What follows belongs to an exercise in optimizing a design on an open flow for small area; a production flow would make more cautious choices. In this exercise RTL edits were held to simulation tests only and were not proved equivalent to the original. The flow treats the clock pin as an ideal source, which a real chip does not have. Power figures rest on the tool's default switching activity, not on a simulated workload.

==> design.v <==
`timescale 1 ns / 100 ps
module whackamole_top (
input        Clk100MHz,
input        BtnC, BtnU, BtnL, BtnR, BtnD,
output       Ld0, Ld1, Ld2, Ld3, Ld4,
input        Sw0, Sw1, Sw2, Sw3, Sw4, Sw5, Sw6, Sw7, Sw8,
output       hSync,
output       vSync,
output [3:0] vgaR,
output [3:0] vgaG,
output [3:0] vgaB,
output [6:0] GameScore
);
wire Reset = BtnC;
reg [1:0] dv;    
reg [2:0] hr;    
reg [7:0] hx;    
reg [2:0] vr;    
reg [6:0] vy;    
reg [1:0] fc;    
wire pix_en   = dv[1] & dv[0];
wire hr_last  = hr[2];
wire hx_last  = hx[7] & hx[5];
wire vr_last  = vr[2];
wire vy_last  = vy[6] & vy[5] & vy[3] & vy[0];
wire hc_wrap  = pix_en & hr_last;
wire line_end = hc_wrap & hx_last;
wire frm_end  = line_end & vr_last & vy_last;
always @(posedge Clk100MHz or posedge Reset) begin
    if (Reset) begin
        dv <= 2'd2;
        hr <= 3'd0;
        hx <= 8'd1;
        vr <= 3'd0;
        vy <= 7'd1;
        fc <= 2'd0;
    end else begin
        dv <= dv + 2'd1;
        if (pix_en)
            hr <= hr_last ? 3'd0 : hr + 3'd1;
        if (hc_wrap)
            hx <= hx_last ? 8'd1 : hx + 8'd1;
        if (line_end) begin
            if (vr_last) begin
                vr <= 3'd0;
                vy <= vy_last ? 7'd1 : vy + 7'd1;
            end else
                vr <= vr + 3'd1;
        end
        if (frm_end)
            fc <= fc + 2'd1;
    end
end
assign hSync = ~(((hx > 8'd132) || (hx == 8'd132 && hr != 3'd0)) &&
                 ((hx < 8'd151) || (hx == 8'd151 && !hr[2] && !hr[1])));
assign vSync = ~(vy[6] & vy[5] & ~vy[2] & vy[1] & vy[0] & ~vr[2] & ~vr[1]);
wire video_on = (hx <= 8'd128) && (vy <= 7'd96);
reg game_timer_out;
always @(posedge Clk100MHz or posedge Reset) begin
    if (Reset)
        game_timer_out <= 1'b0;
    else if (fc == 2'd3 && vy == 7'd61 && vr == 3'd0 && hx[7:1] == 7'd0 && hr == 3'd0 && dv == 2'd1)
        game_timer_out <= 1'b1;
end
reg [2:0] state;
localparam [2:0] INI = 3'b000, WAIT = 3'b001, HIT = 3'b010, DONE = 3'b011,
                 SPAWN = 3'b100, SPAWN_H = 3'b101;
wire in_ini   = (state == INI);
wire in_wait  = (state == WAIT);
wire in_hit   = state[1] & ~state[0];
wire in_done  = state[1] & state[0];
wire in_spawn = state[2];               
wire reset_mole_timer = state[2] & state[0];
assign Ld0 = in_wait;
assign Ld1 = in_ini;
assign Ld2 = in_spawn;
assign Ld3 = in_hit;
assign Ld4 = in_done;
reg [3:0] lfsr;
reg [1:0] diff;           
reg mole_timer_out;
reg [3:0] mole_index;     
reg match;                
reg [6:0] score;
assign GameScore = score;
localparam [1:0] D_DEFAULT = 2'd0, D_EASY = 2'd1, D_MEDIUM = 2'd3, D_HARD = 2'd2;
wire [21:0] mole_max = (diff == 2'd0) ? 22'h337C1B :
                       (diff == 2'd1) ? 22'h01A44B :
                       (diff == 2'd2) ? 22'h030C58 : 22'h015448;
wire btn_any = BtnL | BtnU | BtnR;
wire [3:0] rnd_new = (lfsr > 4'd8) ? lfsr - 4'd9 : lfsr;
wire [3:0] idx_next = (in_spawn && mole_timer_out) ? rnd_new : mole_index;
reg  [3:0] sw_enc;
always @(*) begin
    if      (Sw0) sw_enc = 4'd0;
    else if (Sw1) sw_enc = 4'd1;
    else if (Sw2) sw_enc = 4'd2;
    else if (Sw3) sw_enc = 4'd3;
    else if (Sw4) sw_enc = 4'd4;
    else if (Sw5) sw_enc = 4'd5;
    else if (Sw6) sw_enc = 4'd6;
    else if (Sw7) sw_enc = 4'd7;
    else if (Sw8) sw_enc = 4'd8;
    else          sw_enc = 4'd15;
end
always @(posedge Clk100MHz or posedge Reset) begin
    if (Reset)
        lfsr <= 4'b1011;
    else
        lfsr <= {lfsr[2:0], lfsr[3] ^ lfsr[2]};
end
localparam [21:0] MT_POL = 22'h155555;
reg  [21:0] mt_q;
wire [21:0] mole_timer = mt_q ^ MT_POL;
wire timer_hit = (mole_timer == mole_max);
always @(posedge Clk100MHz or posedge Reset) begin
    if (Reset)
        mt_q <= 22'h0888B3 ^ MT_POL;
    else if (reset_mole_timer || timer_hit)
        mt_q <= 22'h111166 ^ MT_POL;
    else
        mt_q <= ({mole_timer[20:0], mole_timer[21] ^ mole_timer[20] ^ (mole_timer[20:0] == 21'd0)}) ^ MT_POL;
end
always @(posedge Clk100MHz) begin
    mole_timer_out <= timer_hit & ~reset_mole_timer;
    match          <= in_spawn && (sw_enc == idx_next);
end
always @(posedge Clk100MHz or posedge Reset) begin
    if (Reset) begin
        state            <= INI;
        score            <= 7'd0;
        diff             <= D_DEFAULT;
        mole_index       <= 4'd14;
    end else begin
        mole_index       <= in_hit ? 4'd14 : idx_next;
        if (in_hit)
            score <= score + 7'd1;
        if (in_ini) begin
            if (BtnL)      diff <= D_EASY;
            else if (BtnU) diff <= D_MEDIUM;
            else if (BtnR) diff <= D_HARD;
        end
        state[2] <= (in_ini & btn_any) | (in_hit & ~game_timer_out) |
                    (in_spawn & ~game_timer_out & ~match);
        state[1] <= (in_hit & game_timer_out) | (in_done & ~BtnD) |
                    (in_spawn & (game_timer_out | match));
        state[0] <= (~state[2] & (state[1] | state[0])) | (in_spawn & game_timer_out);
    end
end
wire [6:0] X = hx[6:0];
wire [6:0] Y = vy;
wire [81:0] letters_r8 = 82'b1111110000110011111100110000001100110011001100110011110011001100110011001100000011;
wire [81:0] letters_r9 = 82'b1111110000110011111100110000001100110011001100110011110011001100110011001100000011;
wire [81:0] letters_r10 = 82'b0000110000110011001100111100111100001100000011110000110000110000110011001100000011;
wire [81:0] letters_r11 = 82'b0011110000110011001100111100111100001100000011110000110000110000111111001100000011;
wire [81:0] letters_r12 = 82'b0011110000110011001100110000001100111111000011110000110011111100111111001100000011;
wire [81:0] letters_r13 = 82'b0000110000110011001100110000001100111111000011110000110011111100110011001100000011;
wire [81:0] letters_r14 = 82'b1111110011110011111100110000001100110011001100110011110011001100110011001100110011;
wire [81:0] letters_r15 = 82'b1111110011110011111100110000001100110011001100110011110011001100110011001100110011;
wire [6:0] letters_xi = X - 7'd28;
reg letters;
always @(*) begin
    letters = 1'b0;
    if (X >= 7'd28 && X <= 7'd109)
        case (Y)
            7'd8: letters = letters_r8[letters_xi];
            7'd9: letters = letters_r9[letters_xi];
            7'd10: letters = letters_r10[letters_xi];
            7'd11: letters = letters_r11[letters_xi];
            7'd12: letters = letters_r12[letters_xi];
            7'd13: letters = letters_r13[letters_xi];
            7'd14: letters = letters_r14[letters_xi];
            7'd15: letters = letters_r15[letters_xi];
            default: letters = 1'b0;
        endcase
end
wire [67:0] game_over_letters_r44 = 68'b11111100111111001100110011111100000011111100110000110011001100111111;
wire [67:0] game_over_letters_r45 = 68'b11111100111111001100110011111100000011111100110000110011001100111111;
wire [67:0] game_over_letters_r46 = 68'b11001100000011000111100011001100000000001100111111110000110000000011;
wire [67:0] game_over_letters_r47 = 68'b11001100001111000111100011001100000000111100111111110000110000000011;
wire [67:0] game_over_letters_r48 = 68'b00111100001111000011000011001100000000111100110000110011111100111111;
wire [67:0] game_over_letters_r49 = 68'b00111100000011000011000011001100000000001100110000110011111100111111;
wire [67:0] game_over_letters_r50 = 68'b00111100111111000011000011111100000011111100110000110011001100111111;
wire [67:0] game_over_letters_r51 = 68'b00111100111111000011000011111100000011111100110000110011001100111111;
wire [6:0] game_over_letters_xi = X - 7'd40;
reg game_over_letters;
always @(*) begin
    game_over_letters = 1'b0;
    if (X >= 7'd40 && X <= 7'd107)
        case (Y)
            7'd44: game_over_letters = game_over_letters_r44[game_over_letters_xi];
            7'd45: game_over_letters = game_over_letters_r45[game_over_letters_xi];
            7'd46: game_over_letters = game_over_letters_r46[game_over_letters_xi];
            7'd47: game_over_letters = game_over_letters_r47[game_over_letters_xi];
            7'd48: game_over_letters = game_over_letters_r48[game_over_letters_xi];
            7'd49: game_over_letters = game_over_letters_r49[game_over_letters_xi];
            7'd50: game_over_letters = game_over_letters_r50[game_over_letters_xi];
            7'd51: game_over_letters = game_over_letters_r51[game_over_letters_xi];
            default: game_over_letters = 1'b0;
        endcase
end
wire [1:0] number_d0_r38 = 2'b11;
wire [1:0] number_d0_r39 = 2'b11;
wire [1:0] number_d0_r40 = 2'b11;
wire [1:0] number_d0_r41 = 2'b11;
wire [1:0] number_d0_r42 = 2'b11;
wire [1:0] number_d0_r43 = 2'b11;
wire [6:0] number_d0_xi = X - 7'd22;
reg number_d0;
always @(*) begin
    number_d0 = 1'b0;
    if (X >= 7'd22 && X <= 7'd23)
        case (Y)
            7'd38: number_d0 = number_d0_r38[number_d0_xi];
            7'd39: number_d0 = number_d0_r39[number_d0_xi];
            7'd40: number_d0 = number_d0_r40[number_d0_xi];
            7'd41: number_d0 = number_d0_r41[number_d0_xi];
            7'd42: number_d0 = number_d0_r42[number_d0_xi];
            7'd43: number_d0 = number_d0_r43[number_d0_xi];
            default: number_d0 = 1'b0;
        endcase
end
wire [3:0] number_d1_r38 = 4'b1111;
wire [3:0] number_d1_r39 = 4'b1111;
wire [3:0] number_d1_r40 = 4'b1100;
wire [3:0] number_d1_r41 = 4'b1100;
wire [3:0] number_d1_r42 = 4'b1111;
wire [3:0] number_d1_r43 = 4'b1111;
wire [3:0] number_d1_r44 = 4'b0011;
wire [3:0] number_d1_r45 = 4'b0011;
wire [3:0] number_d1_r46 = 4'b1111;
wire [3:0] number_d1_r47 = 4'b1111;
wire [6:0] number_d1_xi = X - 7'd62;
reg number_d1;
always @(*) begin
    number_d1 = 1'b0;
    if (X >= 7'd62 && X <= 7'd65)
        case (Y)
            7'd38: number_d1 = number_d1_r38[number_d1_xi];
            7'd39: number_d1 = number_d1_r39[number_d1_xi];
            7'd40: number_d1 = number_d1_r40[number_d1_xi];
            7'd41: number_d1 = number_d1_r41[number_d1_xi];
            7'd42: number_d1 = number_d1_r42[number_d1_xi];
            7'd43: number_d1 = number_d1_r43[number_d1_xi];
            7'd44: number_d1 = number_d1_r44[number_d1_xi];
            7'd45: number_d1 = number_d1_r45[number_d1_xi];
            7'd46: number_d1 = number_d1_r46[number_d1_xi];
            7'd47: number_d1 = number_d1_r47[number_d1_xi];
            default: number_d1 = 1'b0;
        endcase
end
wire [3:0] number_d2_r38 = 4'b1111;
wire [3:0] number_d2_r39 = 4'b1111;
wire [3:0] number_d2_r40 = 4'b1100;
wire [3:0] number_d2_r41 = 4'b1100;
wire [3:0] number_d2_r42 = 4'b1111;
wire [3:0] number_d2_r43 = 4'b1111;
wire [3:0] number_d2_r44 = 4'b1100;
wire [3:0] number_d2_r45 = 4'b1100;
wire [3:0] number_d2_r46 = 4'b1111;
wire [3:0] number_d2_r47 = 4'b1111;
wire [6:0] number_d2_xi = X - 7'd104;
reg number_d2;
always @(*) begin
    number_d2 = 1'b0;
    if (X >= 7'd104 && X <= 7'd107)
        case (Y)
            7'd38: number_d2 = number_d2_r38[number_d2_xi];
            7'd39: number_d2 = number_d2_r39[number_d2_xi];
            7'd40: number_d2 = number_d2_r40[number_d2_xi];
            7'd41: number_d2 = number_d2_r41[number_d2_xi];
            7'd42: number_d2 = number_d2_r42[number_d2_xi];
            7'd43: number_d2 = number_d2_r43[number_d2_xi];
            7'd44: number_d2 = number_d2_r44[number_d2_xi];
            7'd45: number_d2 = number_d2_r45[number_d2_xi];
            7'd46: number_d2 = number_d2_r46[number_d2_xi];
            7'd47: number_d2 = number_d2_r47[number_d2_xi];
            default: number_d2 = 1'b0;
        endcase
end
wire [5:0] number_d3_r60 = 6'b110011;
wire [5:0] number_d3_r61 = 6'b110011;
wire [5:0] number_d3_r62 = 6'b111111;
wire [5:0] number_d3_r63 = 6'b111111;
wire [5:0] number_d3_r64 = 6'b110000;
wire [5:0] number_d3_r65 = 6'b110000;
wire [5:0] number_d3_r66 = 6'b110000;
wire [5:0] number_d3_r67 = 6'b110000;
wire [6:0] number_d3_xi = X - 7'd18;
reg number_d3;
always @(*) begin
    number_d3 = 1'b0;
    if (X >= 7'd18 && X <= 7'd23)
        case (Y)
            7'd60: number_d3 = number_d3_r60[number_d3_xi];
            7'd61: number_d3 = number_d3_r61[number_d3_xi];
            7'd62: number_d3 = number_d3_r62[number_d3_xi];
            7'd63: number_d3 = number_d3_r63[number_d3_xi];
            7'd64: number_d3 = number_d3_r64[number_d3_xi];
            7'd65: number_d3 = number_d3_r65[number_d3_xi];
            7'd66: number_d3 = number_d3_r66[number_d3_xi];
            7'd67: number_d3 = number_d3_r67[number_d3_xi];
            default: number_d3 = 1'b0;
        endcase
end
wire [3:0] number_d4_r60 = 4'b1111;
wire [3:0] number_d4_r61 = 4'b1111;
wire [3:0] number_d4_r62 = 4'b0011;
wire [3:0] number_d4_r63 = 4'b0011;
wire [3:0] number_d4_r64 = 4'b1111;
wire [3:0] number_d4_r65 = 4'b1111;
wire [3:0] number_d4_r66 = 4'b1100;
wire [3:0] number_d4_r67 = 4'b1100;
wire [3:0] number_d4_r68 = 4'b1111;
wire [3:0] number_d4_r69 = 4'b1111;
wire [6:0] number_d4_xi = X - 7'd62;
reg number_d4;
always @(*) begin
    number_d4 = 1'b0;
    if (X >= 7'd62 && X <= 7'd65)
        case (Y)
            7'd60: number_d4 = number_d4_r60[number_d4_xi];
            7'd61: number_d4 = number_d4_r61[number_d4_xi];
            7'd62: number_d4 = number_d4_r62[number_d4_xi];
            7'd63: number_d4 = number_d4_r63[number_d4_xi];
            7'd64: number_d4 = number_d4_r64[number_d4_xi];
            7'd65: number_d4 = number_d4_r65[number_d4_xi];
            7'd66: number_d4 = number_d4_r66[number_d4_xi];
            7'd67: number_d4 = number_d4_r67[number_d4_xi];
            7'd68: number_d4 = number_d4_r68[number_d4_xi];
            7'd69: number_d4 = number_d4_r69[number_d4_xi];
            default: number_d4 = 1'b0;
        endcase
end
wire [5:0] number_d5_r60 = 6'b111111;
wire [5:0] number_d5_r61 = 6'b111111;
wire [5:0] number_d5_r62 = 6'b000011;
wire [5:0] number_d5_r63 = 6'b000011;
wire [5:0] number_d5_r64 = 6'b111111;
wire [5:0] number_d5_r65 = 6'b111111;
wire [5:0] number_d5_r66 = 6'b110011;
wire [5:0] number_d5_r67 = 6'b110011;
wire [5:0] number_d5_r68 = 6'b111111;
wire [5:0] number_d5_r69 = 6'b111111;
wire [6:0] number_d5_xi = X - 7'd102;
reg number_d5;
always @(*) begin
    number_d5 = 1'b0;
    if (X >= 7'd102 && X <= 7'd107)
        case (Y)
            7'd60: number_d5 = number_d5_r60[number_d5_xi];
            7'd61: number_d5 = number_d5_r61[number_d5_xi];
            7'd62: number_d5 = number_d5_r62[number_d5_xi];
            7'd63: number_d5 = number_d5_r63[number_d5_xi];
            7'd64: number_d5 = number_d5_r64[number_d5_xi];
            7'd65: number_d5 = number_d5_r65[number_d5_xi];
            7'd66: number_d5 = number_d5_r66[number_d5_xi];
            7'd67: number_d5 = number_d5_r67[number_d5_xi];
            7'd68: number_d5 = number_d5_r68[number_d5_xi];
            7'd69: number_d5 = number_d5_r69[number_d5_xi];
            default: number_d5 = 1'b0;
        endcase
end
wire [3:0] number_d6_r82 = 4'b1111;
wire [3:0] number_d6_r83 = 4'b1111;
wire [3:0] number_d6_r84 = 4'b1100;
wire [3:0] number_d6_r85 = 4'b1100;
wire [3:0] number_d6_r86 = 4'b1100;
wire [3:0] number_d6_r87 = 4'b1100;
wire [6:0] number_d6_xi = X - 7'd20;
reg number_d6;
always @(*) begin
    number_d6 = 1'b0;
    if (X >= 7'd20 && X <= 7'd23)
        case (Y)
            7'd82: number_d6 = number_d6_r82[number_d6_xi];
            7'd83: number_d6 = number_d6_r83[number_d6_xi];
            7'd84: number_d6 = number_d6_r84[number_d6_xi];
            7'd85: number_d6 = number_d6_r85[number_d6_xi];
            7'd86: number_d6 = number_d6_r86[number_d6_xi];
            7'd87: number_d6 = number_d6_r87[number_d6_xi];
            default: number_d6 = 1'b0;
        endcase
end
wire [5:0] number_d7_r82 = 6'b111111;
wire [5:0] number_d7_r83 = 6'b111111;
wire [5:0] number_d7_r84 = 6'b110011;
wire [5:0] number_d7_r85 = 6'b110011;
wire [5:0] number_d7_r86 = 6'b111111;
wire [5:0] number_d7_r87 = 6'b111111;
wire [5:0] number_d7_r88 = 6'b110011;
wire [5:0] number_d7_r89 = 6'b110011;
wire [5:0] number_d7_r90 = 6'b111111;
wire [5:0] number_d7_r91 = 6'b111111;
wire [6:0] number_d7_xi = X - 7'd60;
reg number_d7;
always @(*) begin
    number_d7 = 1'b0;
    if (X >= 7'd60 && X <= 7'd65)
        case (Y)
            7'd82: number_d7 = number_d7_r82[number_d7_xi];
            7'd83: number_d7 = number_d7_r83[number_d7_xi];
            7'd84: number_d7 = number_d7_r84[number_d7_xi];
            7'd85: number_d7 = number_d7_r85[number_d7_xi];
            7'd86: number_d7 = number_d7_r86[number_d7_xi];
            7'd87: number_d7 = number_d7_r87[number_d7_xi];
            7'd88: number_d7 = number_d7_r88[number_d7_xi];
            7'd89: number_d7 = number_d7_r89[number_d7_xi];
            7'd90: number_d7 = number_d7_r90[number_d7_xi];
            7'd91: number_d7 = number_d7_r91[number_d7_xi];
            default: number_d7 = 1'b0;
        endcase
end
wire [5:0] number_d8_r82 = 6'b111111;
wire [5:0] number_d8_r83 = 6'b111111;
wire [5:0] number_d8_r84 = 6'b110011;
wire [5:0] number_d8_r85 = 6'b110011;
wire [5:0] number_d8_r86 = 6'b111111;
wire [5:0] number_d8_r87 = 6'b111111;
wire [5:0] number_d8_r88 = 6'b110000;
wire [5:0] number_d8_r89 = 6'b110000;
wire [5:0] number_d8_r90 = 6'b110000;
wire [5:0] number_d8_r91 = 6'b110000;
wire [6:0] number_d8_xi = X - 7'd102;
reg number_d8;
always @(*) begin
    number_d8 = 1'b0;
    if (X >= 7'd102 && X <= 7'd107)
        case (Y)
            7'd82: number_d8 = number_d8_r82[number_d8_xi];
            7'd83: number_d8 = number_d8_r83[number_d8_xi];
            7'd84: number_d8 = number_d8_r84[number_d8_xi];
            7'd85: number_d8 = number_d8_r85[number_d8_xi];
            7'd86: number_d8 = number_d8_r86[number_d8_xi];
            7'd87: number_d8 = number_d8_r87[number_d8_xi];
            7'd88: number_d8 = number_d8_r88[number_d8_xi];
            7'd89: number_d8 = number_d8_r89[number_d8_xi];
            7'd90: number_d8 = number_d8_r90[number_d8_xi];
            7'd91: number_d8 = number_d8_r91[number_d8_xi];
            default: number_d8 = 1'b0;
        endcase
end
wire number = number_d0 | number_d1 | number_d2 | number_d3 | number_d4 | number_d5 | number_d6 | number_d7 | number_d8;
wire hc0 = (X >= 7'd15 && X <= 7'd30);
wire hc1 = (X >= 7'd57 && X <= 7'd72);
wire hc2 = (X >= 7'd99 && X <= 7'd114);
wire hr0 = (Y >= 7'd27 && Y <= 7'd34);
wire hr1 = (Y >= 7'd49 && Y <= 7'd56);
wire hr2 = (Y >= 7'd71 && Y <= 7'd78);
wire hole_pixel = (hc0 | hc1 | hc2) & (hr0 | hr1 | hr2);
wire mc0 = (X >= 7'd17 && X <= 7'd28);
wire mc1 = (X >= 7'd59 && X <= 7'd70);
wire mc2 = (X >= 7'd101 && X <= 7'd112);
wire mr0 = (Y >= 7'd15 && Y <= 7'd26);
wire mr1 = (Y >= 7'd37 && Y <= 7'd48);
wire mr2 = (Y >= 7'd59 && Y <= 7'd70);
reg mole_pixel;
always @(*) begin
    case (mole_index[2:0])
        3'd0: mole_pixel = ~mole_index[3] ? mc0 & mr0 : mc2 & mr2;
        3'd1: mole_pixel = mc1 & mr0;
        3'd2: mole_pixel = mc2 & mr0;
        3'd3: mole_pixel = mc0 & mr1;
        3'd4: mole_pixel = mc1 & mr1;
        3'd5: mole_pixel = mc2 & mr1;
        3'd6: mole_pixel = ~mole_index[3] & mc0 & mr2;
        default: mole_pixel = mc1 & mr2;
    endcase
end
reg [2:0] col;
reg [2:0] col_next;
always @(*) begin
    if (!video_on)                 col_next = 3'd0;
    else if (in_wait)        col_next = letters ? 3'd7 : 3'd1;
    else if (in_done)        col_next = game_over_letters ? 3'd7 : 3'd6;
    else if (Y <= 7'd16)            col_next = letters ? 3'd7 : 3'd2;
    else if (mole_pixel)           col_next = 3'd5;
    else if (hole_pixel)           col_next = 3'd0;
    else if (number)               col_next = 3'd7;
    else                           col_next = 3'd4;
end
always @(posedge Clk100MHz or posedge Reset) begin
    if (Reset)
        col <= 3'd0;
    else if (pix_en)
        col <= col_next;
end
wire white = col[0] & col[1];
assign vgaR = {col[2] & col[0], col[0] & (col[1] | ~col[2]), white, white};
assign vgaG = {white, col[2] & (col[0] | ~col[1]), white, white};
assign vgaB = {col[1] & (col[0] | ~col[2]), col[1], col[1] & (col[0] | ~col[2]), col[1] & (col[0] | ~col[2])};
endmodule
==> flow/run.sh <==
#!/bin/bash
# Layout flow: the standard synthesis, then an area re-mapping of the
# combinational logic between the (untouched) flip-flops, proved equivalent
# to the standard netlist, then the standard layout steps.
set -euo pipefail
W=$PWD
F=$W/flow
R=$W/orfs/results/${FLOW_PLATFORM}/whackamole_top/base
LIB=$FLOW_HOME/platforms/${FLOW_PLATFORM}/lib/sky130_fd_sc_hd__tt_025C_1v80.lib
YOSYS=$(command -v yosys || echo "$FLOW_HOME/../tools/install/yosys/bin/yosys")
DEEP_T=${DEEP_T:-300}
NSEED=${NSEED:-4}

# 1. standard synthesis
bash standard.sh synth > $W/synth_standard.log 2>&1
cp $R/1_2_yosys.v $W/synth_standard.v

# 2. re-map the combinational logic for area (flip-flops are kept as they
#    are), a few times in parallel with different seeds; each run's log is
#    reopt_<seed>.log
DU=$(sed 's/^/-dont_use /' $F/dont_use.txt | tr '\n' ' ')
for s in $(seq 0 $((NSEED - 1))); do
  sed "s/@T@/$DEEP_T/; s/@S@/$s/" $F/deep.abc > $W/deep_$s.abc
  cat > $W/reopt_$s.ys <<EOS
read_liberty -ignore_miss_func $LIB
read_verilog $W/synth_standard.v
hierarchy -top $FLOW_TOP
blackbox sky130_fd_sc_hd__df*
flatten
opt_clean -purge
abc -liberty $LIB $DU -script $W/deep_$s.abc
opt_clean -purge
hilomap -singleton -hicell sky130_fd_sc_hd__conb_1 HI -locell sky130_fd_sc_hd__conb_1 LO
insbuf -buf sky130_fd_sc_hd__buf_1 A X
tee -o $W/reopt_stat_$s.txt stat -liberty $LIB
write_verilog -noattr -nohex -nodec $W/synth_reopt_$s.v
EOS
  $YOSYS -s $W/reopt_$s.ys > $W/reopt_$s.log 2>&1 &
done
wait || true

# 3. take the smallest re-mapped netlist that is proved equivalent to the
#    standard one (equiv_<seed>.log)
ok=0
for s in $(for f in $W/reopt_stat_*.txt; do
             a=$(awk '/Chip area for module/ {print $NF}' $f)
             [[ -n "$a" ]] && echo "$a ${f##*_}"
           done | sort -g | awk '{sub(/\.txt$/, "", $2); print $2}'); do
  cat > $W/equiv_$s.ys <<EOS
read_liberty -ignore_miss_func $LIB
read_verilog $W/synth_standard.v
rename $FLOW_TOP gold
read_verilog $W/synth_reopt_$s.v
rename $FLOW_TOP gate
flatten gold gate
rename -hide gold/w:_* gate/w:_*
opt_clean
async2sync
equiv_make gold gate equiv
hierarchy -top equiv
equiv_simple -seq 2
equiv_induct
equiv_status -assert
EOS
  if $YOSYS -s $W/equiv_$s.ys > $W/equiv_$s.log 2>&1; then ok=1; break; fi
done
if [[ $ok == 1 ]]; then
  echo "using the re-mapped netlist of seed $s"
  cp $W/synth_reopt_$s.v $W/synth_reopt.v
  cp $W/synth_reopt.v $R/1_2_yosys.v
  rm -f $R/1_synth.odb $R/1_synth.sdc
else
  echo "re-mapping failed or not proven; keeping the standard netlist"
fi

export BUFFER_PORTS_ARGS="-buffer_cell sky130_fd_sc_hd__buf_1"
cts_args() { echo "-sink_clustering_enable -repair_clock_nets -dont_use_dummy_load -buf_list sky130_fd_sc_hd__$1"; }
export CTS_ARGS="$(cts_args clkbuf_4)"
bash standard.sh cts > $W/layout_to_cts.log 2>&1
# leaf buffers with more than 9 flip-flops get clkbuf_8
UPCLK_DB=$R/4_cts.odb UPCLK_MAX=9 openroad -no_init -exit $F/upclk.tcl > $W/upclk.log 2>&1 || echo "clock buffer upsizing failed"
bash standard.sh finish > $W/layout.log 2>&1

cat > $W/clkslew.tcl <<EOS
read_db $R/6_final.odb
read_liberty $LIB
read_sdc $R/6_final.sdc
read_spef $R/6_final.spef
set_propagated_clock [all_clocks]
set mx 0
foreach pin [all_registers -clock_pins -edge_triggered] {
  foreach edge {rise fall} { foreach a {min max} {
    set mx [expr {max(\$mx, [sta::time_ui_sta [get_property \$pin slew_\${a}_\$edge]] * 1e12)}]
  } }
}
puts "CLKSLEW \$mx"
EOS
slew=$(openroad -no_init -exit $W/clkslew.tcl 2>&1 | tee $W/clkslew.log | awk '/^CLKSLEW/ {print $2}')
echo "clock pin slew with clkbuf_4: ${slew:-unknown} ps"
if [[ -z "$slew" ]] || awk -v s="$slew" 'BEGIN { exit !(s > 120) }'; then
  echo "redoing the clock tree with clkbuf_8"
  mkdir -p $W/first_try
  cp $R/6_final.v $W/first_try/ 2>/dev/null || true
  rm -f $R/4_* $R/5_* $R/6_* $R/updated_clks.sdc $R/route.guide
  export CTS_ARGS="$(cts_args clkbuf_8)"
  bash standard.sh finish > $W/layout_clkbuf8.log 2>&1
fi
==> flow/deep.abc <==
strash
&get -n
&deepsyn -T @T@ -S @S@
&put
dch -f
map -a
topo
==> flow/dont_use.txt <==
sky130_fd_sc_hd__lpflow_bleeder_1
sky130_fd_sc_hd__lpflow_clkbufkapwr_1
sky130_fd_sc_hd__lpflow_clkbufkapwr_16
sky130_fd_sc_hd__lpflow_clkbufkapwr_2
sky130_fd_sc_hd__lpflow_clkbufkapwr_4
sky130_fd_sc_hd__lpflow_clkbufkapwr_8
sky130_fd_sc_hd__lpflow_clkinvkapwr_1
sky130_fd_sc_hd__lpflow_clkinvkapwr_16
sky130_fd_sc_hd__lpflow_clkinvkapwr_2
sky130_fd_sc_hd__lpflow_clkinvkapwr_4
sky130_fd_sc_hd__lpflow_clkinvkapwr_8
sky130_fd_sc_hd__lpflow_decapkapwr_12
sky130_fd_sc_hd__lpflow_decapkapwr_3
sky130_fd_sc_hd__lpflow_decapkapwr_4
sky130_fd_sc_hd__lpflow_decapkapwr_6
sky130_fd_sc_hd__lpflow_decapkapwr_8
sky130_fd_sc_hd__lpflow_inputiso0n_1
sky130_fd_sc_hd__lpflow_inputiso0p_1
sky130_fd_sc_hd__lpflow_inputiso1n_1
sky130_fd_sc_hd__lpflow_inputiso1p_1
sky130_fd_sc_hd__lpflow_inputisolatch_1
sky130_fd_sc_hd__lpflow_isobufsrc_1
sky130_fd_sc_hd__lpflow_isobufsrc_16
sky130_fd_sc_hd__lpflow_isobufsrc_2
sky130_fd_sc_hd__lpflow_isobufsrc_4
sky130_fd_sc_hd__lpflow_isobufsrc_8
sky130_fd_sc_hd__lpflow_isobufsrckapwr_16
sky130_fd_sc_hd__lpflow_lsbuf_lh_hl_isowell_tap_1
sky130_fd_sc_hd__lpflow_lsbuf_lh_hl_isowell_tap_2
sky130_fd_sc_hd__lpflow_lsbuf_lh_hl_isowell_tap_4
sky130_fd_sc_hd__lpflow_lsbuf_lh_isowell_4
sky130_fd_sc_hd__lpflow_lsbuf_lh_isowell_tap_1
sky130_fd_sc_hd__lpflow_lsbuf_lh_isowell_tap_2
sky130_fd_sc_hd__lpflow_lsbuf_lh_isowell_tap_4
sky130_fd_sc_hd__probe_p_8
sky130_fd_sc_hd__probec_p_8
==> flow/upclk.tcl <==
# Upsize the clock tree's clkbuf_4 buffers that drive more than UPCLK_MAX
# pins to clkbuf_8, then legalise the placement again.
read_db $::env(UPCLK_DB)
set block [ord::get_db_block]
set big [[ord::get_db] findMaster sky130_fd_sc_hd__clkbuf_8]
set n 0
foreach inst [$block getInsts] {
  if {[[$inst getMaster] getName] ne "sky130_fd_sc_hd__clkbuf_4"} continue
  set net [[$inst findITerm X] getNet]
  if {$net eq "NULL"} continue
  set loads 0
  foreach it [$net getITerms] { if {[$it isInputSignal]} { incr loads } }
  puts "UPCLK [$inst getName] loads $loads"
  if {$loads > $::env(UPCLK_MAX)} {
    $inst swapMaster $big
    incr n
  }
}
puts "UPCLK upsized $n"
if {$n > 0} {
  detailed_placement
  check_placement -verbose
}
write_db $::env(UPCLK_DB)
==> standard.sh <==
#!/bin/bash
# synth_recipe.tcl (not shown) runs the flow's synth.tcl, then flattens the netlist and writes it again
# the make line also repeats each setting of config.mk as NAME=value (left out here)
make -C /OpenROAD-flow-scripts/flow DESIGN_CONFIG=/design/flow/config.mk WORK_HOME=/design/flow/orfs CLKGATE_MAP_FILE= SYNTH_SCRIPT=/design/flow/synth_recipe.tcl "${@:-finish}"
==> config.mk <==
export PLATFORM = sky130hd
export DESIGN_NAME = whackamole_top
export DESIGN_NICKNAME = whackamole_top
export VERILOG_FILES = /design/flow/design.v
export SDC_FILE = /design/flow/constraint.sdc
export NUM_CORES = 4
export LEC_CHECK = 0
export CAP_MARGIN = 20
export CORE_MARGIN = 2
export CORE_UTILIZATION = 60
export SLEW_MARGIN = 20
==> constraint.sdc <==
create_clock -name core_clock -period 10.0 [get_ports {Clk100MHz}]
set_input_delay 2.0000 -clock core_clock [delete_from_list [all_inputs] [get_ports {Clk100MHz}]]
set_output_delay 2.0000 -clock core_clock [all_outputs]
set_load 0.01 [all_outputs]
==> impl_metrics.toml, run 1 <==
[outcome]
status = "no timing/DRC/antenna violations"

[placed_design]
io_buffers = 40
dpl_cell_area_um2 = 4280
globalplace.congestion = 0.931
dp_hpwl_um = 8400
place_ws_ns = 6.43
placedCellCount = 652

[finish]
fin_area_um2 = 4360
area_delta_synth_final_pct = 7.46
fin_nets = 601
seq_area_um2 = 1850
post-route-util = 0.676
fillers = 545
layout.cells.non_filler = 661
antenna_cells = 0
drive_gt1_frac = 0.0753
multi_input_area_um2 = 1840

[floorplanning]
ios = 41
rows = 29
core_area_um2 = 6460
start_util = 0.629
die-width_um = 86.3
die_h_um = 86.3
die-area_um2 = 7440

[global_routing]
grt_pass1_vias = 3847
grt-ovfl-total = 0
grt_usage = 0.321
grt_max_degree = 72
grt_pass1_wl_um = 18600
antenna_found_initial = 0

[critical_path]
end_kind = "primary output"
crit_type = "reg -> out"
crit_fanout = 10
cp-start-kind = "register"
timing.rr.start = "dv[1]"
cp.required_ns = 8.00
cp_data_arrival_time_ns = 2.04
setup.worst_path.start = "hx[3]"

[drt]
drtIter0Drc = 332
detail-route-antenna-nets = 0
vias_per_cell = 6.18
post_drt_wl_per_cell_um = 16.8
drc = 0
first_pass_iters = 5
vias = 4083
finalWirelength_um = 11100

[pwr]
power.density_nw_per_um2 = 158
vdd_drop_max_uv = 182
leakage_nw = 1.70
finalPower_mw = 0.690

[cts]
cts_setup_buffers = 0
clock_latency_ns = 0.43
cts_tree = "built"
cts_num_sinks = 73
cts_buffers = 9
cts_buffer_depth = 2
root_buffer = "clkbuf_4"
clkTransAtPathRegs_ns = 0.11
htree_levels = 3
cts.hold.buffers_added = 0
ctsResizeCount = 0

[worst_hold_path]
worstHoldStart = "lfsr[0]"
hp-class = "reg -> reg"

[synthesis]
synthesis.area_um2 = 4060
ys_warn_count = 1
syn_avg_cell_area_um2 = 7.44
synth_cells = 546
syn_nets = 561

[sta]
hold_viol = 0
fin_skew_ns = 0.0464
maxSlewViolCount = 0
finalCriticalPeriod_ns = 4.04
setup_tns_ns = 0
worst_pin_slew_ns = 0.871
relSlewSlack = 0.419
finalSetupViolCount = 0
fin_ws_ns = 5.96
holdWs_ns = 0.343
min_period_over_period = 0.404
max_freq_ghz = 0.248
rsz0062_at_grt = "no"

[flow_run]
maxCapViolCount = 0
[power breakdown]
part | leakage, nW | switching, mW | total [mW] | internal [mW]
registers | 0.870 | 0.0509 | 0.428 | 0.377
logic | 0.780 | 0.0705 | 0.117 | 0.0465
clock network | 0.0492 | 0.0904 | 0.145 | 0.0544
[final timing paths]
path	cells after the start	to	slack, ns
max	6	hSync	5.96
min	0	lfsr[1]	0.34
max reg2reg	13	fc[1]	6.75
min reg2reg	0	lfsr[1]	0.34
max in group asynchronous	3	state[1]	7.60
min in group asynchronous	3	hx[5]	1.82
[cells in the final DEF (no fill, tap or decap), types with 2 or more instances in the layout]
master,count
clkbuf_8,3
dfstp_2,24
or2_2,2
o21ai_0,40
a221o_2,2
xor2_1,6
xnor2_1,3
o221ai_1,2
nand3_1,14
nor2_1,120
o311ai_0,2
o21bai_1,2
nor4_1,2
nand2_1,59
o2111ai_1,3
nand3b_1,2
a31oi_1,4
nand4_1,7
nor3b_1,3
a21oi_1,43
buf_4,3
o22ai_1,11
o31ai_1,6
nor3_1,21
clkbuf_4,6
o41ai_1,2
clkinv_1,84
buf_1,40
a22oi_1,5
dfxtp_1,2
a211oi_1,3
dfrtp_1,47
o211ai_1,3
[registers in the layout, summed over array words and instances, names as in the netlist]
signal,flops
lfsr,4
hx,8
mole_timer_out,1
mt_q,22
fc,2
hr,3
match,1
vr,3
state,3
col,3
vy,7
game_timer_out,1
mole_index,4
score,7
dv,2
diff,2
[critical path, stage by stage, from the launching register on]
cell	delay [ns]
dfrtp_1	0.52
nor2_1	0.37
clkinv_1	0.21
nand3_1	0.11
a31oi_1	0.05
o21ai_0	0.19
buf_1	0.18
[metal layers]
layer	track usage	share of wire
met1	0.419	0.40
met2	0.536	0.48
met3	0.0543	0.072
met4	0.134	0.041
met5	0	0
[final cells by class]
class	count	share of cell area
well taps	77	0.0221
flip-flops and latches	73	0.423
clock buffers	9	0.0198
inverters	85	0.0731
multi-input cells	374	0.422
repair buffers	43	0.0396
==> inputs of run 2 (changes only) <==
--- a/design.v
+++ b/design.v
@@ -109,7 +109,7 @@
     else
         lfsr <= {lfsr[2:0], lfsr[3] ^ lfsr[2]};
 end
-localparam [21:0] MT_POL = 22'h155555;
+localparam [21:0] MT_POL = 22'h2AAAAA;
 reg  [21:0] mt_q;
 wire [21:0] mole_timer = mt_q ^ MT_POL;
 wire timer_hit = (mole_timer == mole_max);
--- a/flow/run.sh
+++ b/flow/run.sh
@@ -9,7 +9,7 @@
 LIB=$FLOW_HOME/platforms/${FLOW_PLATFORM}/lib/sky130_fd_sc_hd__tt_025C_1v80.lib
 YOSYS=$(command -v yosys || echo "$FLOW_HOME/../tools/install/yosys/bin/yosys")
 DEEP_T=${DEEP_T:-300}
-NSEED=${NSEED:-4}
+NSEED=${NSEED:-8}
 
 # 1. standard synthesis
 bash standard.sh synth > $W/synth_standard.log 2>&1
==> run 2 against run 1 <==
Utilization down 0.14 points. Sequential share of layout area up 0.099 points. Register-to-register slack worse by 0.85 ns. Sequential power down 6.1%. First-iteration DRC count up 55%. Flip-flop and latch count unchanged. Die area down 0.47%. Non-clock buffer count down 1. Maximum frequency down 12%. Routed wire length down 0.43%. Design area down 0.77%. Critical endpoint unchanged. Largest cell class is now multi-input gates. Largest power group unchanged. Highest routed layer unchanged.
==> impl_metrics.toml, run 2 <==
[finish]
antenna_cells = 0
largest-register = "mt_q"
final_common_cell = "nor2_1"
most-common-layout-cells = "nor2_1 (101), clkinv_1 (79), nand2_1 (72)"
fin_nets = 596
drive_gt1_frac = 0.0604
largest_reg_flops = 22
top_regs = "mt_q: 22 flops, hx: 8 flops"
area_delta_synth_final_pct = 7.15
layout.cells.non_filler = 656
fin_area_um2 = 4330

[critical_path]
cp.buffers_inverters = 3
timing.rr.start = "dv[1]"
cpMaxStageDelayCell = "dfrtp_1"
cp_data_arrival_time_ns = 2.60
crit_type = "reg -> out"
cp.required_ns = 8.00
rrSetupSlack_ns = 5.90
crit_chain = "clkinv_1 -> nor2_1 -> clkinv_1 -> nor2_1 -> nand3_1 -> nand3_1 -> buf_1"
r2r_end = "vy[5]"
crit_fanout = 16
cp-start-kind = "register"
reg2reg_depth = 14
end_kind = "primary output"
critPathMaxStageDelay_ns = 0.68
path_delay_family = "simple AND/OR/NAND/NOR gates"

[sta]
finalSetupViolCount = 0
finalCriticalPeriod_ns = 4.60
hold_viol = 0
setup_tns_ns = 0
rsz0062_at_grt = "no"
fin_skew_ns = 0.0303
min_period_over_period = 0.460
max_freq_ghz = 0.218
worst_pin_slew_ns = 0.854
relSlewSlack = 0.431
maxSlewViolCount = 0
fin_ws_ns = 5.40

[cts]
htree_levels = 3
ctsResizeCount = 0
cts_buffer_depth = 2
cts_tree = "built"
root_buffer = "clkbuf_4"
clkTransAtPathRegs_ns = 0.10
clock_latency_ns = 0.42
cts_num_sinks = 73
cts_setup_buffers = 0
cts_buffers = 9
cts.hold.buffers_added = 0

[pwr]
vdd_drop_max_uv = 174
leakage_nw = 1.73
power.density_nw_per_um2 = 148

[drt]
met1_length_um = 4460
dr_wl_met2_um = 5290
vias_per_cell = 6.14
wl_met3_um = 856
topRoutingLayerUsed = "met4"
post_drt_wl_per_cell_um = 16.8
vias = 4031
drtIter0Drc = 516
detail-route-antenna-nets = 0
first_pass_iters = 7
finalWirelength_um = 11100
drc = 0

[floorplanning]
die-width_um = 86.1
core_area_um2 = 6420
die-area_um2 = 7410
ios = 41
start_util = 0.629
die_h_um = 86.1
rows = 29

[placed_design]
io_buffers = 40
globalplace.congestion = 1.07
dpl_cell_area_um2 = 4250
place_ws_ns = 5.89
placedCellCount = 647
dp_hpwl_um = 8450

[synthesis]
syn_nets = 557
synthesis.area_um2 = 4040
synth_cells = 542
syn_avg_cell_area_um2 = 7.46
ys_warn_count = 1

[global_routing]
grt_pass1_wl_um = 18100
grt_max_degree = 72
grt_pass1_vias = 3930
antenna_found_initial = 0
grt_usage = 0.317
grt-ovfl-total = 0

[worst_hold_path]
hp-class = "reg -> reg"
worstHoldStart = "lfsr[0]"
holdPathEnd = "lfsr[1]"
holdPathStages = 0

[outcome]
status = "no timing/DRC/antenna violations"

[flow_run]
maxCapViolCount = 0
==> run 2: worst max path at each step <==
stage	from	to	cells past startpoint
5_1_grt	hx[1]	hSync	7
3_5_place_dp	hx[1]	hSync	7
2_1_floorplan	hx[1]	hSync	6
6_report	hx[1]	hSync	7
4_1_cts	hx[1]	hSync	7
3_3_place_gp	hx[1]	hSync	7
==> run 2: worst reg2reg max path, cell delays in order, from the launching register on <==
cell and delay [ns]:
dfstp_2 0.55, clkinv_1 0.09, nor2_1 0.27, clkinv_1 0.20, nor2_1 0.38, clkinv_1 0.20, nor2_1 0.47, clkinv_1 0.24
nor2_1 0.32, clkinv_1 0.20, nor2_1 0.23, clkinv_1 0.13, nor4_1 0.49, a21oi_1 0.11, a21oi_1 0.15
==> run 2: metrics by stage <==
step / power, mW / util / hold WS (ns)
floorplan: 0.465 / - / 0.361
global placement: 0.494 / 0.662 / 0.372
detailed placement: 0.505 / 0.662 / 0.366
CTS: 0.634 / 0.672 / 0.385
global route: 0.676 / 0.674 / 0.391
finish: 0.642 / 0.674 / 0.388
==> run 2: report_power, final <==
part | leakage, nW | total [mW] | switching [mW] | internal (mW)
Sequential | 0.882 | 0.402 | 0.0450 | 0.357
Combinational | 0.802 | 0.0994 | 0.0621 | 0.0373
Clock | 0.0466 | 0.140 | 0.0902 | 0.0503
Total | 1.73 | 0.642 | 0.197 | 0.444
==> run 2: cell type report <==
type,instances,area [um2]
flip-flops and latches,73,1840
repair buffers,42,165
multi-input cells,375,1850
clock buffers,9,80.1
fillers,516,2090
well taps,77,96.3
inverters,80,300
==> run 2: routing by layer <==
metal  vias up  global-route usage
met1      1856               0.400
met5         -                   0
met2       226               0.519
li1       1903                   -
met3        46              0.0577
met4         0               0.165

## re-timing with driven ports
The flow's constraints put no driver on any port. The routed layouts listed below were extracted and timed again, unchanged, in two steps.
Step 1 assumes that a clkbuf_16 drives the clock port and a buf_2 every other input.
Step 2 times the ports against the registers' clock, not the clock port: input delays grow and output delays shrink by t, the midpoint of the rising clock arrivals with the driver on.
a / b / c = ideal / step 1 / step 2; a / b = the first two.
run	shift t [ns]	setup WS [ns]	worst setup path after step 2	latest minus earliest clock arrival (ns)
run 1	0.438	5.963 / 5.932 / 6.370	register to output	0.046 / 0.047
run 2	0.435	5.405 / 5.372 / 5.808	register to output	0.030 / 0.031
After both steps setup and hold are still met in every run listed.
